What follows belongs to an exercise in optimizing a design on an open flow for small area and few clock cycles; a production flow would make more cautious choices. In this exercise RTL edits were held to simulation tests only and were not proved equivalent to the original. Power is estimated from default activity; no workload was simulated.

File: design/flow/design.v
module c6502
(
    input               clock,
    input               ce,
    input               reset_n,
    output reg  [15:0]  address,
    input       [ 7:0]  in,
    output      [ 7:0]  out,
    output              we
);
localparam [3:0]
    F   = 4'd0,      
    FA  = 4'd4,      
    FB  = 4'd15,      
    OP1 = 4'd1,      
    OP2 = 4'd2,      
    IP1 = 4'd6,      
    IP2 = 4'd7,      
    DAT = 4'd5,      
    BR  = 4'd3,      
    HI  = 4'd12,      
    PSH = 4'd8,     
    PUL = 4'd9,     
    JS2 = 4'd10,     
    RL  = 4'd11,     
    JL  = 4'd13,     
    JH  = 4'd14;     
localparam [1:0] C0 = 2'd0, C1 = 2'd1, CC = 2'd2, CT_ = 2'd3;
reg [7:0] A, X, Y, S, IR, ABL, ABH, PCL, PCH;
reg       N, V, D, I, Z, C, CT;
reg [3:0] st;
wire isF = (st == F) | (st == FA) | (st == FB);
wire [2:0] aaa = IR[7:5];
wire [2:0] bbb = IR[4:2];
wire [1:0] cc  = IR[1:0];
reg eLA, eLX, eLY, eLS, eLFF, ren, rinv, emp, ecen, egsel, eshl, eshr;
reg [1:0] ecin;
reg e_wA, e_wX, e_wY, e_wS, e_nz, e_wC, e_wV, e_bit, e_mem;
reg e_fC, e_fI, e_fD, e_fV;
always @* begin
    {eLA, eLX, eLY, eLS, eLFF} = 5'b0;
    ren = 1'bx; rinv = 1'bx; ecin = 2'bxx;
    emp = 1'bx; ecen = 1'bx; egsel = 1'bx; eshl = 1'b0; eshr = 1'b0;
    e_wA = 0; e_wX = 0; e_wY = 0; e_wS = 0; e_nz = 0; e_wC = 0; e_wV = 0;
    e_bit = 0; e_mem = 0; e_fC = 0; e_fI = 0; e_fD = 0; e_fV = 0;
    case (cc)
    2'b01: begin
        eLA = aaa != 3'd5;
        ren = aaa != 3'd4;
        rinv = aaa[2] & aaa[1];
        e_wA = aaa != 3'd4;
        e_nz = aaa != 3'd4;
        e_mem = aaa == 3'd4;
        case (aaa)
            3'd0: begin emp = 1; ecen = 0; egsel = 1; end                  
            3'd1: begin emp = 0; ecen = 0; egsel = 1; end                  
            3'd2: begin emp = 1; ecen = 0; egsel = 0; end                  
            3'd3: begin emp = 1; ecen = 1; egsel = 0; ecin = CC; e_wC = 1; e_wV = 1; end  
            3'd4, 3'd5: begin emp = 1; ecen = 0; end                       
            3'd6: begin emp = 1; ecen = 1; egsel = 0; ecin = C1; e_wC = 1; end
            default: begin emp = 1; ecen = 1; egsel = 0; ecin = CC; e_wC = 1; e_wV = 1; end  
        endcase
    end
    2'b10: case (aaa)
        3'd0, 3'd1, 3'd2, 3'd3: begin                                      
            eshl = ~aaa[1]; eshr = aaa[1]; e_nz = 1; e_wC = 1;
            rinv = 0;
            if (bbb == 3'b010) begin eLA = 1; ren = 0; e_wA = 1; end
            else begin ren = 1; e_mem = 1; end
        end
        3'd4: begin                                                        
            eLX = 1; ren = 0; rinv = 0; emp = 1; ecen = 0;
            if (bbb == 3'b010) begin e_wA = 1; e_nz = 1; end
            else if (bbb == 3'b110) begin ecin = CT_; ecen = 1; egsel = 0; e_wS = 1; end  
            else e_mem = 1;
        end
        3'd5: begin                                                        
            e_nz = 1; e_wX = 1; rinv = 0; emp = 1; ecen = 0;
            if (bbb == 3'b010) begin eLA = 1; ren = 0; end
            else if (bbb == 3'b110) begin eLS = 1; ren = 0; rinv = 1; ecin = C0; ecen = 1; egsel = 0; end  
            else ren = 1;
        end
        3'd6: begin                                                        
            emp = 1; ecen = 1; egsel = 0; ecin = C0; e_nz = 1;
            if (bbb == 3'b010) begin eLX = 1; ren = 0; rinv = 1; e_wX = 1; end
            else begin eLFF = 1; ren = 1; rinv = 0; e_mem = 1; end
        end
        default: begin                                                     
            if (bbb != 3'b010) begin
                ren = 1; rinv = 0; ecin = C1; emp = 1; ecen = 1; egsel = 0; e_nz = 1; e_mem = 1;
            end
        end
    endcase
    default: begin  
        if (bbb == 3'b110) case (aaa)
            3'd0, 3'd1: e_fC = 1;                                          
            3'd2, 3'd3: e_fI = 1;                                          
            3'd4: begin eLY = 1; ren = 0; rinv = 0; emp = 1; ecen = 0; e_wA = 1; e_nz = 1; end  
            3'd5: e_fV = 1;                                                
            default: e_fD = 1;                                             
        endcase
        else if (bbb == 3'b010) begin                                      
            ren = 0; emp = 1; e_nz = 1;
            case (aaa[1:0])
                2'd0: begin eLY = 1; rinv = 1; ecin = C0; ecen = 1; egsel = 0; e_wY = 1; end
                2'd1: begin eLA = 1; rinv = 0; ecen = 0; e_wY = 1; end
                2'd2: begin eLY = 1; rinv = 0; ecin = C1; ecen = 1; egsel = 0; e_wY = 1; end
                default: begin eLX = 1; rinv = 0; ecin = C1; ecen = 1; egsel = 0; e_wX = 1; end
            endcase
        end
        else case (aaa)
            3'd4: begin eLY = 1; ren = 0; rinv = 0; emp = 1; ecen = 0; e_mem = 1; end      
            3'd5: begin ren = 1; rinv = 0; emp = 1; ecen = 0; e_wY = 1; e_nz = 1; end     
            3'd6: begin eLY = 1; ren = 1; rinv = 1; ecin = C1; emp = 1; ecen = 1; egsel = 0; e_nz = 1; e_wC = 1; end  
            3'd7: begin eLX = 1; ren = 1; rinv = 1; ecin = C1; emp = 1; ecen = 1; egsel = 0; e_nz = 1; e_wC = 1; end  
            default: begin eLA = 1; ren = 1; rinv = 0; emp = 0; ecen = 0; egsel = 1; e_bit = 1; end  
        endcase
    end
    endcase
end
wire d_impl = (cc == 2'b00) ? ((bbb == 3'b110) | (bbb == 3'b010 & aaa[2]))
                            : (~cc[0] & ((bbb == 3'b010) | (bbb == 3'b110)));
wire d_imm  = (cc == 2'b01) ? (bbb == 3'b010) : (bbb == 3'b000 & aaa[2]);
wire m_zp   = IR[3:2] == 2'b01;                                
wire m_ind  = cc == 2'b01 & IR[3:2] == 2'b00;                  
wire m_jsr  = IR == 8'h20;
wire m_jmp  = IR[7:6] == 2'b01 & IR[4:0] == 5'b01100;          
wire useY   = (cc == 2'b01) ? (bbb == 3'b110) : (cc[1] & aaa[2:1] == 2'b10 & bbb[2]);
wire useX   = (cc == 2'b01) ? (bbb == 3'b000 | bbb == 3'b101 | bbb == 3'b111) : (bbb[2] & ~useY);
wire i_impl = (in[1:0] == 2'b00) ? ((in[4:2] == 3'b110) | (in[4:2] == 3'b010 & in[7]))
                                 : (~in[0] & ((in[4:2] == 3'b010) | (in[4:2] == 3'b110)));
wire i_bra  = in[4:0] == 5'b10000;
wire i_psh  = {in[7], in[5:0]} == 7'b0_001000;
wire i_pul  = {in[7], in[5:0]} == 7'b0_101000;
wire i_rts  = in == 8'h60;
reg sLA, sLX, sLY, sLS, sLP, sLPL, sLPH, sLFF;
reg sren, srinv, mp, cen, gsel, shl, shr;
reg [1:0] csel;
reg [3:0] nst;
reg wA, wX, wY, wSr, sinc, sdec, wnz, wC, wV, bitop, plp, wm;
reg fC, fI, fD, fV;
reg pcinc, skip, wABL, ablinc, ablh, ablir, wABH, zpf, wIR;
reg [1:0] alo, ahi;  
reg ex;          
wire hz = (st == F) & d_impl & (e_nz | e_wC | e_fC | e_fV);
reg taken;
always @* begin
    {sLA, sLX, sLY, sLS, sLP, sLPL, sLPH, sLFF} = 8'b0;
    sren = 1; srinv = 0; csel = C0; mp = 1; cen = 1; gsel = 0; shl = 0; shr = 0;
    nst = F; ex = 0;
    sinc = 0; sdec = 0; plp = 0; wm = 0; wA = 0; wnz = 0;
    pcinc = 0; skip = 0; wABL = 0; ablinc = 0; ablh = 0; ablir = 0; wABH = 0;
    zpf = 0; alo = 2'd0; ahi = 2'd0; wIR = 0;
    case (st)
    F, FA, FB: begin
        alo = {1'b0, st != F};
        ahi = {1'b0, st == FA};
        pcinc = 1; wIR = 1;
        ex = (st == F) & d_impl;
        skip = i_bra & ~taken & ~hz;
        sdec = i_psh & ~xS;
        nst = i_impl | skip ? F :
              i_bra ? BR : i_psh ? PSH : i_pul ? PUL : i_rts ? RL : OP1;
    end
    OP1: begin
        pcinc = 1;
        if (d_imm) ex = 1;
        else begin
            sLX = useX; sLY = useY; wABL = 1; sdec = m_jsr;
            nst = m_jsr ? PSH : m_ind ? IP1 : m_zp ? DAT : OP2;
        end
    end
    OP2: begin
        pcinc = 1; csel = CT_; wABH = 1;
        nst = m_jsr | (m_jmp & ~IR[5]) ? FA : m_jmp ? JL : DAT;
    end
    IP1: begin
        alo = 2'd1; ahi = 2'd1; zpf = 1;
        sLY = IR[4]; wABH = 1;
        wABL = 1; ablinc = 1;
        nst = IP2;
    end
    IP2: begin
        alo = 2'd1; ahi = 2'd1; zpf = 1;
        csel = CT_; wABH = 1;
        wABL = 1; ablh = 1;
        nst = DAT;
    end
    DAT: begin
        alo = 2'd1; ahi = 2'd1; zpf = m_zp;
        ex = 1;
    end
    BR: begin
        sLPL = 1; csel = C1;
        if (btaken) begin
            wABL = 1;
            nst = (CTn ^ in[7]) ? HI : FB;
        end else pcinc = 1;
    end
    HI: begin
        alo = 2'd2; ahi = 2'd2;
        sLPH = IR[4]; sren = ~IR[4]; srinv = IR[4] & ~CT; csel = CT_; wABH = 1;
        sinc = ~IR[4];
        nst = FA;
    end
    PSH: begin
        alo = 2'd2; ahi = 2'd2; sren = 0; wm = 1; sdec = IR[5];
        sLPH = IR[5]; sLA = ~IR[5] & IR[6]; sLP = ~IR[5] & ~IR[6];
        nst = IR[5] ? JS2 : F;
    end
    PUL: begin
        alo = 2'd2; ahi = 2'd2; sinc = 1;
        if (IR[6]) begin wA = 1; wnz = 1; end else plp = 1;
    end
    JS2: begin
        alo = 2'd2; ahi = 2'd2; sLPL = 1; sren = 0; wm = 1;
        nst = OP2;
    end
    RL: begin
        alo = 2'd2; ahi = 2'd2; csel = C1; wABL = 1; sinc = 1;
        nst = HI;
    end
    JL: begin
        alo = 2'd1; ahi = 2'd1; wIR = 1;
        wABL = 1; ablinc = 1;
        nst = JH;
    end
    JH: begin
        alo = 2'd1; ahi = 2'd1; wABH = 1;
        wABL = 1; ablir = 1;
        nst = FA;
    end
    default: ;
    endcase
end
wire uLA  = ex ? eLA  : sLA;
wire uLX  = ex ? eLX  : sLX;
wire uLY  = ex ? eLY  : sLY;
wire uLS  = ex & eLS;
wire uLFF = ex & eLFF;
wire uren  = ex ? ren  : sren;
wire urinv = ex ? rinv : srinv;
wire [1:0] ucin = ex ? ecin : csel;
wire ump   = ex ? emp   : mp;
wire ucen  = ex ? ecen  : cen;
wire ugsel = ex ? egsel : gsel;
wire ushl  = ex & eshl;
wire ushr  = ex & eshr;
wire xA  = ex & e_wA | wA;
wire xX  = ex & e_wX;
wire xY  = ex & e_wY;
wire xS  = ex & e_wS;
wire xnz = ex & e_nz | wnz;
wire xC  = ex & e_wC;
wire xV  = ex & e_wV;
wire xbit = ex & e_bit;
wire xfC = ex & e_fC;
wire xfI = ex & e_fI;
wire xfD = ex & e_fD;
wire xfV = ex & e_fV;
assign we = ex & e_mem | wm;
always @* begin
    case (alo)
        2'd1:    address[7:0] = ABL;
        2'd2:    address[7:0] = S;
        default: address[7:0] = PCL;
    endcase
    case (ahi)
        2'd1:    address[15:8] = ABH & {8{~zpf}};
        2'd2:    address[15:8] = 8'h01;
        default: address[15:8] = PCH;
    endcase
end
wire [15:0] ic;
assign ic[0] = ~skip;
assign ic[1] = skip | address[0];
genvar gi;
generate for (gi = 2; gi < 16; gi = gi + 1) begin : icg
    assign ic[gi] = ic[gi-1] & address[gi-1];
end endgenerate
wire [15:0] inc = address ^ ic;
wire [7:0] L = ({8{uLA}}  & A)   | ({8{uLX}}  & X)   | ({8{uLY}} & Y) |
               ({8{uLS}}  & S)   | ({8{sLP}}  & {N, V, 2'b11, D, I, Z, C}) |
               ({8{sLPL}} & PCL) | ({8{sLPH}} & PCH) | {8{uLFF}};
wire [7:0] R = (in & {8{uren}}) ^ {8{urinv}};
reg cin;
always @* case (ucin)
    C0: cin = 1'b0;
    C1: cin = 1'b1;
    CC: cin = C;
    default: cin = ex ? ~i_psh : CT;
endcase
wire [7:0] p = L ^ R;
wire [7:0] g = L & R;
wire [8:0] c;
assign c[0] = cin;
generate for (gi = 0; gi < 8; gi = gi + 1) begin : acg
    assign c[gi+1] = g[gi] | (p[gi] & c[gi]);
end endgenerate
wire CTn = c[8];
wire sin = IR[5] & C;            
wire [7:0] core = ((p & {8{ump}}) ^ (c[7:0] & {8{ucen}})) | (g & {8{ugsel}});
wire [7:0] res = ({8{ushl}} & {p[6:0], sin}) | ({8{ushr}} & {sin, p[7:1]}) | ({8{~ushl & ~ushr}} & core);
wire zres = res == 8'h00;
assign out = res;
wire Nn = plp ? res[7] : xbit ? in[7] : xnz ? res[7] : N;
wire Zn = plp ? res[1] : (xbit | xnz) ? zres : Z;
wire Cn = plp ? res[0] : xC ? (ushl ? p[7] : ushr ? p[0] : c[8]) : xfC ? IR[5] : C;
wire Vn = plp ? res[6] : xbit ? in[6] : xV ? c[8] ^ c[7] : ~xfV & V;
wire Dn = plp ? res[3] : xfD ? IR[5] : D;
wire In = plp ? res[2] : xfI ? IR[5] : I;
always @* case (in[7:6])
    2'b00:   taken = N == in[5];
    2'b01:   taken = V == in[5];
    2'b10:   taken = C == in[5];
    default: taken = Z == in[5];
endcase
reg btaken;
always @* case (IR[7:6])
    2'b00:   btaken = N == IR[5];
    2'b01:   btaken = V == IR[5];
    2'b10:   btaken = C == IR[5];
    default: btaken = Z == IR[5];
endcase
wire [7:0] sb = S;
wire [8:0] sbw;
assign sbw[0] = sdec;
generate for (gi = 0; gi < 8; gi = gi + 1) begin : sbg
    assign sbw[gi+1] = sbw[gi] & ~sb[gi];
end endgenerate
wire [7:0] sn = sb ^ sbw[7:0];
always @(posedge clock)
if (!reset_n) begin
    st  <= F;
    IR  <= 8'hEA;                
    PCL <= 8'h00; PCH <= 8'h00;
    A   <= 8'h80; X <= 8'hFE; Y <= 8'hDA; S <= 8'h01;
    N <= 0; V <= 1; D <= 0; I <= 0; Z <= 0; C <= 1;
end else if (ce) begin
    st <= nst;
    CT <= CTn;
    if (wIR) IR <= in;
    if (xA) A <= res;
    if (xX) X <= res;
    if (xY) Y <= res;
    if (sinc) S <= inc[7:0];
    else if (xS) S <= res;
    else if (sdec) S <= sn;
    if (pcinc) begin PCL <= inc[7:0]; PCH <= inc[15:8]; end
    if (wABL) ABL <= ablinc ? inc[7:0] : ablh ? ABH : ablir ? IR : res;
    if (wABH) ABH <= res;
    N <= Nn; Z <= Zn; C <= Cn; V <= Vn; D <= Dn; I <= In;
end
endmodule
File: design/flow/flow/run.sh
#!/bin/bash
# Standard layout, except that:
# - the combinational part of the standard synthesis netlist is mapped again
#   for area, in two passes, keeping the smaller (flip-flops untouched: same names, cells and connections);
# - the port buffers use the smallest buffer cell;
# - clock tree synthesis uses clkbuf_8 and inserts no dummy loads.
set -euo pipefail
RES=orfs/results/sky130hd/c6502/base
VARS=("BUFFER_PORTS_ARGS=-buffer_cell sky130_fd_sc_hd__buf_1"
      "CTS_ARGS=-sink_clustering_enable -repair_clock_nets -dont_use_dummy_load -buf_list sky130_fd_sc_hd__clkbuf_8")
bash standard.sh synth > synth.log 2>&1
cp $RES/1_2_yosys.v $RES/1_2_yosys_standard.v
bash flow/remap.sh $RES/1_2_yosys_standard.v $RES/1_2_yosys_pass1.v "$PWD/flow/area.abc" remap1.log
bash flow/remap.sh $RES/1_2_yosys_pass1.v $RES/1_2_yosys_pass2.v "$PWD/flow/area.abc" remap2.log
# keep the smaller of the two passes
a1=$(grep "Chip area" remap1.log | tail -1 | awk '{print $NF}')
a2=$(grep "Chip area" remap2.log | tail -1 | awk '{print $NF}')
if awk -v a="$a1" -v b="$a2" 'BEGIN { exit !(b < a) }'; then
  cp $RES/1_2_yosys_pass2.v $RES/1_2_yosys.v
else
  cp $RES/1_2_yosys_pass1.v $RES/1_2_yosys.v
fi
rm -f $RES/1_synth.odb $RES/1_synth.sdc
bash standard.sh "${VARS[@]}" finish > layout.log 2>&1
File: design/flow/flow/area.abc
strash
&get -n
&deepsyn -T 60
&put
amap -m
topo
dnsize
File: design/flow/flow/dont_use.txt
-dont_use sky130_fd_sc_hd__lpflow_bleeder_1 -dont_use sky130_fd_sc_hd__lpflow_clkbufkapwr_1 -dont_use sky130_fd_sc_hd__lpflow_clkbufkapwr_16 -dont_use sky130_fd_sc_hd__lpflow_clkbufkapwr_2 -dont_use sky130_fd_sc_hd__lpflow_clkbufkapwr_4 -dont_use sky130_fd_sc_hd__lpflow_clkbufkapwr_8 -dont_use sky130_fd_sc_hd__lpflow_clkinvkapwr_1 -dont_use sky130_fd_sc_hd__lpflow_clkinvkapwr_16 -dont_use sky130_fd_sc_hd__lpflow_clkinvkapwr_2 -dont_use sky130_fd_sc_hd__lpflow_clkinvkapwr_4 -dont_use sky130_fd_sc_hd__lpflow_clkinvkapwr_8 -dont_use sky130_fd_sc_hd__lpflow_decapkapwr_12 -dont_use sky130_fd_sc_hd__lpflow_decapkapwr_3 -dont_use sky130_fd_sc_hd__lpflow_decapkapwr_4 -dont_use sky130_fd_sc_hd__lpflow_decapkapwr_6 -dont_use sky130_fd_sc_hd__lpflow_decapkapwr_8 -dont_use sky130_fd_sc_hd__lpflow_inputiso0n_1 -dont_use sky130_fd_sc_hd__lpflow_inputiso0p_1 -dont_use sky130_fd_sc_hd__lpflow_inputiso1n_1 -dont_use sky130_fd_sc_hd__lpflow_inputiso1p_1 -dont_use sky130_fd_sc_hd__lpflow_inputisolatch_1 -dont_use sky130_fd_sc_hd__lpflow_isobufsrc_1 -dont_use sky130_fd_sc_hd__lpflow_isobufsrc_16 -dont_use sky130_fd_sc_hd__lpflow_isobufsrc_2 -dont_use sky130_fd_sc_hd__lpflow_isobufsrc_4 -dont_use sky130_fd_sc_hd__lpflow_isobufsrc_8 -dont_use sky130_fd_sc_hd__lpflow_isobufsrckapwr_16 -dont_use sky130_fd_sc_hd__lpflow_lsbuf_lh_hl_isowell_tap_1 -dont_use sky130_fd_sc_hd__lpflow_lsbuf_lh_hl_isowell_tap_2 -dont_use sky130_fd_sc_hd__lpflow_lsbuf_lh_hl_isowell_tap_4 -dont_use sky130_fd_sc_hd__lpflow_lsbuf_lh_isowell_4 -dont_use sky130_fd_sc_hd__lpflow_lsbuf_lh_isowell_tap_1 -dont_use sky130_fd_sc_hd__lpflow_lsbuf_lh_isowell_tap_2 -dont_use sky130_fd_sc_hd__lpflow_lsbuf_lh_isowell_tap_4 -dont_use sky130_fd_sc_hd__probe_p_8 -dont_use sky130_fd_sc_hd__probec_p_8 
File: design/flow/flow/remap.sh
#!/bin/bash
# remap.sh IN_V OUT_V ABC_SCRIPT LOG
# Maps the combinational logic of the standard synthesis netlist again, with an
# area-oriented ABC script. Flip-flop instances (names, cell types and
# connections) are kept exactly as the standard synthesis made them.
set -euo pipefail
IN=$1; OUT=$2; SCR=$3; LOG=$4
HERE=$(cd "$(dirname "$0")" && pwd)
LIB=$FLOW_HOME/platforms/sky130hd/lib/sky130_fd_sc_hd__tt_025C_1v80.lib
DU=$(cat "$HERE/dont_use.txt")
SEQ=$(grep -oE "sky130_fd_sc_hd__(e?df|sdf|dl)[a-z0-9_]+" "$IN" | sort -u | tr '\n' ' ')
YS=$PWD/remap.ys
cat > "$YS" <<EOY
read_liberty -ignore_miss_func $LIB
read_verilog $IN
hierarchy -top c6502
setattr -mod -set keep_hierarchy 1 $SEQ
flatten
blackbox $SEQ
opt_clean -purge
abc -liberty $LIB $DU -D 10000 -script $SCR
opt_clean -purge
hilomap -singleton -hicell sky130_fd_sc_hd__conb_1 HI -locell sky130_fd_sc_hd__conb_1 LO
insbuf -buf sky130_fd_sc_hd__buf_4 A X
splitnets
opt_clean -purge
select -module c6502
stat -liberty $LIB
select -clear
write_verilog -noattr -nohex -nodec -selected $OUT.tmp
EOY
yosys -s "$YS" > "$LOG" 2>&1
# keep only the top module
awk '/^module c6502/{p=1} p{print} /^endmodule/{if(p) exit}' "$OUT.tmp" > "$OUT"
rm -f "$OUT.tmp"
File: design/flow/standard.sh
#!/bin/bash
# synth_recipe.tcl (not shown) runs the flow's synth.tcl, then flattens the netlist and writes it again
# the make line also repeats each setting of config.mk as NAME=value (left out here)
make -C /OpenROAD-flow-scripts/flow DESIGN_CONFIG=/design/flow/config.mk WORK_HOME=/design/flow/orfs CLKGATE_MAP_FILE= SYNTH_SCRIPT=/design/flow/synth_recipe.tcl "${@:-finish}"
File: design/flow/config.mk
export PLATFORM = sky130hd
export DESIGN_NAME = c6502
export DESIGN_NICKNAME = c6502
export VERILOG_FILES = /design/flow/design.v
export SDC_FILE = /design/flow/constraint.sdc
export NUM_CORES = 4
export LEC_CHECK = 0
export ABC_AREA = 1
export CAP_MARGIN = 20
export CORE_MARGIN = 2
export CORE_UTILIZATION = 60
export GPL_TIMING_DRIVEN = 0
export SLEW_MARGIN = 20
File: design/flow/constraint.sdc
create_clock -name core_clock -period 10.0 [get_ports {clock}]
set_input_delay 2.0000 -clock core_clock [delete_from_list [all_inputs] [get_ports {clock}]]
set_output_delay 2.0000 -clock core_clock [all_outputs]
set_load 0.01 [all_outputs]
==> results of run 1 <==
## final timing paths
check                           cells after the start  startpoint      to
worst min register to register                      2        A[0]    A[0]
worst max register to register                     27       IR[3]       Z
worst min-delay path                                2        A[0]    A[0]
worst max-delay path                               26       IR[3]  out[7]
## state kept, by name (all words and copies together), names as in the netlist
signal	flops
C	1
S	8
X	8
N	1
CT	1
A	8
I	1
PCH	8
V	1
ABH	8
ABL	8
Z	1
PCL	8
st	4
IR	8
Y	8
D	1
## per-stage QoR
step / instance area, um2 / util [%] / hold WS [ns]
2_1_floorplan: 5270 / - / 0.436
3_3_place_gp: 5540 / 64.1 / 0.447
3_5_place_dp: 5550 / 64.3 / 0.456
4_1_cts: 5670 / 65.7 / 0.468
5_1_grt: 5700 / 66.0 / 0.486
6_report: 5700 / 66.0 / 0.470
## power breakdown
group | switching (uW) | internal, uW | total (uW)
Sequential | 25.4 | 381 | 406
Combinational | 353 | 128 | 481
Clock | 119 | 80.9 | 200
## routing by layer
metal / part of all wire (%) / up-vias / track usage (%)
met5: 0.054 / - / 0
met4: 5.9 / 2 / 22.5
met3: 15 / 115 / 11.2
met2: 43 / 603 / 63.6
met1: 37 / 2840 / 54.9
li1: - / 2824 / -
## critical path: stages, from the launching register on
cell	delay, ns
dfxtp_1	0.41
clkinv_1	0.22
nor2_1	0.41
clkinv_1	0.37
nor4_1	0.58
o2111ai_1	0.46
inv_2	0.36
nand2_1	0.10
nor2_1	0.72
clkinv_1	0.22
o221ai_2	0.29
o21ai_0	0.27
and2_0	0.21
o22ai_1	0.20
o22ai_1	0.13
a21o_1	0.22
nand2_1	0.06
o21ai_0	0.11
a21oi_1	0.22
o21ai_0	0.15
a21oi_1	0.26
clkinv_1	0.13
nor2_1	0.14
nor2_1	0.05
a2111oi_0	0.48
nor2_2	0.23
buf_1	0.19
## timing repair
action                                  in CTS  in global routing
hold buffers                                 0                  0
resized for setup                            0                  5
endpoints found under the setup margin       0                  3
## area by class of cell
cell class	count	share of cell area, %
multi-input combinational	518	52.2
sequential	83	32.2
inverter	134	8.83
tap	108	2.37
timing repair buffer	35	2.31
clock buffer	9	2.17
==> metrics.yaml, run 1 <==
place.gp.congestion: 1.02
hp-class: "register to register"
layout.nets: 792
outcome: "complete, no violations"
slew_headroom_pct: 24.9
p_per_area_nw_per_um2: 191
p_leak_uw: 0.00182
setup_viol: 0
rows: 34
fmax_mhz: 105
period_needed_ns: 9.56
maxCapViolations: 0
crit_arrival_ns: 7.56
die_x_um: 97.7
reg2reg_setup_slack_ns: 2.37
setup_ws_ns: 0.443
path_class: "register to output pin"
cts.sinks: 83
synth_warnings: 1
start_kind: "register"
grt_usage_pct: 41.9
drive_above_1_share_pct: 1.80
synth_nets: 746
regArea_um2: 1830
finalNonFillerCells: 887
first_pass_iters: 9
setup_tns_ns: 0
grt_max_degree: 19
layout_common_cells: "clkinv_1, nor2_1, dfxtp_1"
cts_max_level: 3
placedCellCount: 878
via_per_inst: 7.20
dp_slack_ns: 0.810
areaGrowthSynthToFinish_pct: 8.05
numPortBuffers: 35
cts_setup_buffers: 0
core_area_um2: 8640
total_power_uw: 1090
crit_fanout: 16
grt_pass1_vias: 5858
required_ns: 8.00
drc: 0
syn_area_um2: 5270
start_util_pct: 61.0
grt_setup_unrepaired: "false"
hold_viol_final: 0
final.period_utilization_pct: 95.6
hpwl_um: 15300
antenna_found_initial: 0
overflow: 0
antenna_cells: 0
synth_cells: 735
wl_per_cell_um: 22.8
tritoncts: "done"
n_fill_cell: 774
worst_setup_path_end_kind: "output pin"
grt_pass1_wl_um: 31500
ios: 36
cts_buffers: 9
tightest_slew_ns: 1.13
multi_input_area_um2: 2970
via_count: 6384
clk_latency_ns: 0.37
syn_avg_cell_area_um2: 7.17
drtIter0Drc: 978
clk_path_buf_depth: 2
ir_drop_mv: 0.135
totalWireLength_um: 20300
finalClockSkew_ns: 0.0388
die_area_um2: 9550
clk_pin_slew_worst_paths_ns: 0.08
die_h_um: 97.7
slew_violations: 0
layout_commonest_cell: "clkinv_1"
root_buffer: "clkbuf_8"
ant_nets: 0
Testbench counts, summed over its fixed seeds: cycles 85,565.
==> run 2, diff against run 1 <==
--- a/design/flow/config.mk
+++ b/design/flow/config.mk
@@ -10,3 +10,3 @@
 export CORE_MARGIN = 2
-export CORE_UTILIZATION = 60
+export CORE_UTILIZATION = 65
 export GPL_TIMING_DRIVEN = 0
==> run 2 against run 1 <==
Still clean. First-iteration DRC count up 9.5%. Clock-buffer cell count did not move. Sequential cell count did not move. Critical endpoint unchanged.
==> metrics.yaml, run 2 <==
outcome: "complete, no violations"
grt_setup_unrepaired: "false"
multi_input_area_um2: 2960  # -0.38%
cts_setup_buffers: 0  # unchanged
rows: 32  # -5.9%
syn_avg_cell_area_um2: 7.17  # about the same
required_ns: 8.00  # about the same
gr-usage-met1_pct: 59.3  # +4.5 points
syn_area_um2: 5280  # +0.21%
first_pass_iters: 6  # -3
tritoncts: "done"
start_util_pct: 67.7  # +6.6 points
root_buffer: "clkbuf_8"
place_area_um2: 5580  # +0.50%
place.gp.congestion: 1.13  # +11%
numPortBuffers: 35  # unchanged
drtIter0Drc: 1071  # +9.5%
via_per_inst: 7.27  # +1.1%
grt_busiest_layer: "met2"
antenna_cells: 0  # unchanged
power_frac_seq_pct: 37.6  # +0.3 points
p_sw_uw: 486  # -2.3%
worst_setup_path_end_kind: "output pin"
totalWireLength_um: 19900  # -1.9%
layout_common_cells: "clkinv_1, nor2_1, nand2_1"
fmax_mhz: 104  # -0.96%
pwr-share-comb_pct: 43.9  # -0.3 points
worst_path_most_repeated_cell: "clkinv_1"
n_fill_cell: 642  # -17%
final_area_um2: 5740  # +0.86%
wl_per_cell_um: 22.5  # -1.6%
die_x_um: 94.2  # -3.7%
power_frac_clock_pct: 18.5  # about the same
die_area_um2: 8860  # -7.2%
cts.sinks: 83  # unchanged
areaGrowthSynthToFinish_pct: 8.74
p_sw_share_pct: 45.4  # -0.41 points
crit_path_top_delay_cell: "nor2_1"
grtUsageMet3_pct: 10.9  # -0.32 points
setup_viol: 0  # unchanged
drc: 0  # unchanged
crit_arrival_ns: 7.65  # +0.09 ns
met2_usage_pct: 68.0  # +4.5 points
finalClockSkew_ns: 0.0408  # +0.00195 ns
clk_latency_ns: 0.37  # about the same
hold_viol_final: 0  # unchanged
start_kind: "register"
period_needed_ns: 9.65  # +0.0923 ns
drive_above_1_share_pct: 2.81  # +1.0 points
p_int_uw: 586  # -0.66%
via_count: 6438  # +0.85%
hpwl_um: 15100  # -1.3%
layout.nets: 796  # +0.51%
setup_tns_ns: 0  # unchanged
p_leak_uw: 0.00188  # +3.8%
path_buf_inv: 7  # +1
grt_pass1_wl_um: 30100  # -4.3%
p_per_area_nw_per_um2: 187  # -2.3%
overflow: 0  # unchanged
path_class: "register to output pin"
maxCapViolations: 0  # unchanged
clk_pin_slew_worst_paths_ns: 0.08  # about the same
grt_usage_pct: 44.8  # +2.9 points
synth_cells: 737  # +0.27%
ant_nets: 0  # unchanged
slew_violations: 0  # unchanged
synth_nets: 748  # +0.27%
ir_drop_mv: 0.142  # +5.4%
ios: 36  # unchanged
tightest_slew_ns: 1.11  # -0.0184 ns
crit_fanout: 10  # -6
grt_max_degree: 19  # unchanged
antenna_found_initial: 0  # unchanged
cts_buffers: 9  # unchanged
slew_headroom_pct: 25.3  # +0.45 points
clk_path_buf_depth: 2  # unchanged
hp-class: "register to register"
core_area_um2: 7810  # -9.6%
layout_commonest_cell: "clkinv_1"
regArea_um2: 1830  # unchanged
holdBufCountCts: 0  # unchanged
grt_pass1_vias: 5783  # -1.3%
die_h_um: 94.2  # -3.7%
crit_family: "compound AO/OA/AOI/OAI gates"
cts_max_level: 3  # unchanged
synth_warnings: 1  # unchanged
final.period_utilization_pct: 96.5  # +0.92 points
critPathMaxStageDelay_ns: 0.46  # -0.26 ns
[run 2: final cells by class]
cell class	instances	area share [%]
inverter	148	9.67
tap	102	2.22
clock buffer	9	2.16
sequential	83	31.9
multi-input combinational	506	51.5
timing repair buffer	37	2.55
[run 2: per-layer routing]
layer,share of wire (%),vias to the layer above
met2,42,602
met5,0,-
met1,37,2888
met3,15,124
li1,-,2824
met4,5.7,0
[run 2: worst paths after layout]
path | start | to | slack, ns | cells after the start
max reg2reg | IR[0] | N | 2.51 | 32
min | A[2] | A[2] | 0.46 | 2
max | IR[0] | out[7] | 0.35 | 31
min reg2reg | A[2] | A[2] | 0.46 | 2
[run 2: repair_timing]
action	in CTS	in global routing
resized for setup	1	8
setup endpoints to repair	1	5
pin swaps	0	0
[run 2: through the flow]
| stage | power (uW) | instances | hold slack [ns] | setup WS (ns) | utilization, % |
|---|---|---|---|---|---|
| 2_1_floorplan | 692 | 737 | 0.433 | 2.60 | - |
| 3_3_place_gp | 826 | 874 | 0.444 | 0.381 | 71.0 |
| 3_5_place_dp | 848 | 876 | 0.448 | 0.179 | 71.4 |
| 4_1_cts | 1030 | 885 | 0.458 | 0.0493 | 73.1 |
| 5_1_grt | 1100 | 885 | 0.483 | 0.117 | 73.6 |
| 6_report | 1070 | 885 | 0.458 | 0.351 | 73.6 |
[run 2: power groups by stage]
stage / Combinational, uW / Clock (uW) / Sequential [uW]
floorplan: 293 / 0 / 399
global placement: 419 / 0 / 407
detailed placement: 440 / 0 / 408
CTS: 442 / 190 / 400
global route: 495 / 205 / 404
finish: 471 / 198 / 403
[run 2: worst register-to-register path: cells and delay by family, from the launching register on]
family                 cells  cell delay (ns)
AO/OA/AOI/OAI             18             3.73
buffers and inverters      6             1.64
flip-flops                 1             0.39
AND/OR/NAND/NOR            8             1.61

separate check: timing with driven ports:
How much do the figures lean on ideal ports? The routed layouts below were timed once more, with nothing changed but the port constraints. Step 1 sets driving cells, clkbuf_16 on the clock port and buf_2 on the other inputs (assumed; they add their load-dependent delay and slew). Step 2 times the ports against the registers' clock, not the clock port: input delays grow and output delays shrink by t, the midpoint of the rising clock arrivals with the driver on. a / b / c = no drivers / after step 1 / after step 2; a / b = the first two.
run	t, ns	slack for setup (ns)	hold WS [ns]
run 1	0.388	0.443 / 0.408 / 0.796	0.470 / 0.470 / 0.470
run 2	0.387	0.351 / 0.317 / 0.705	0.458 / 0.458 / 0.458
After both steps setup and hold are still met in every run listed.
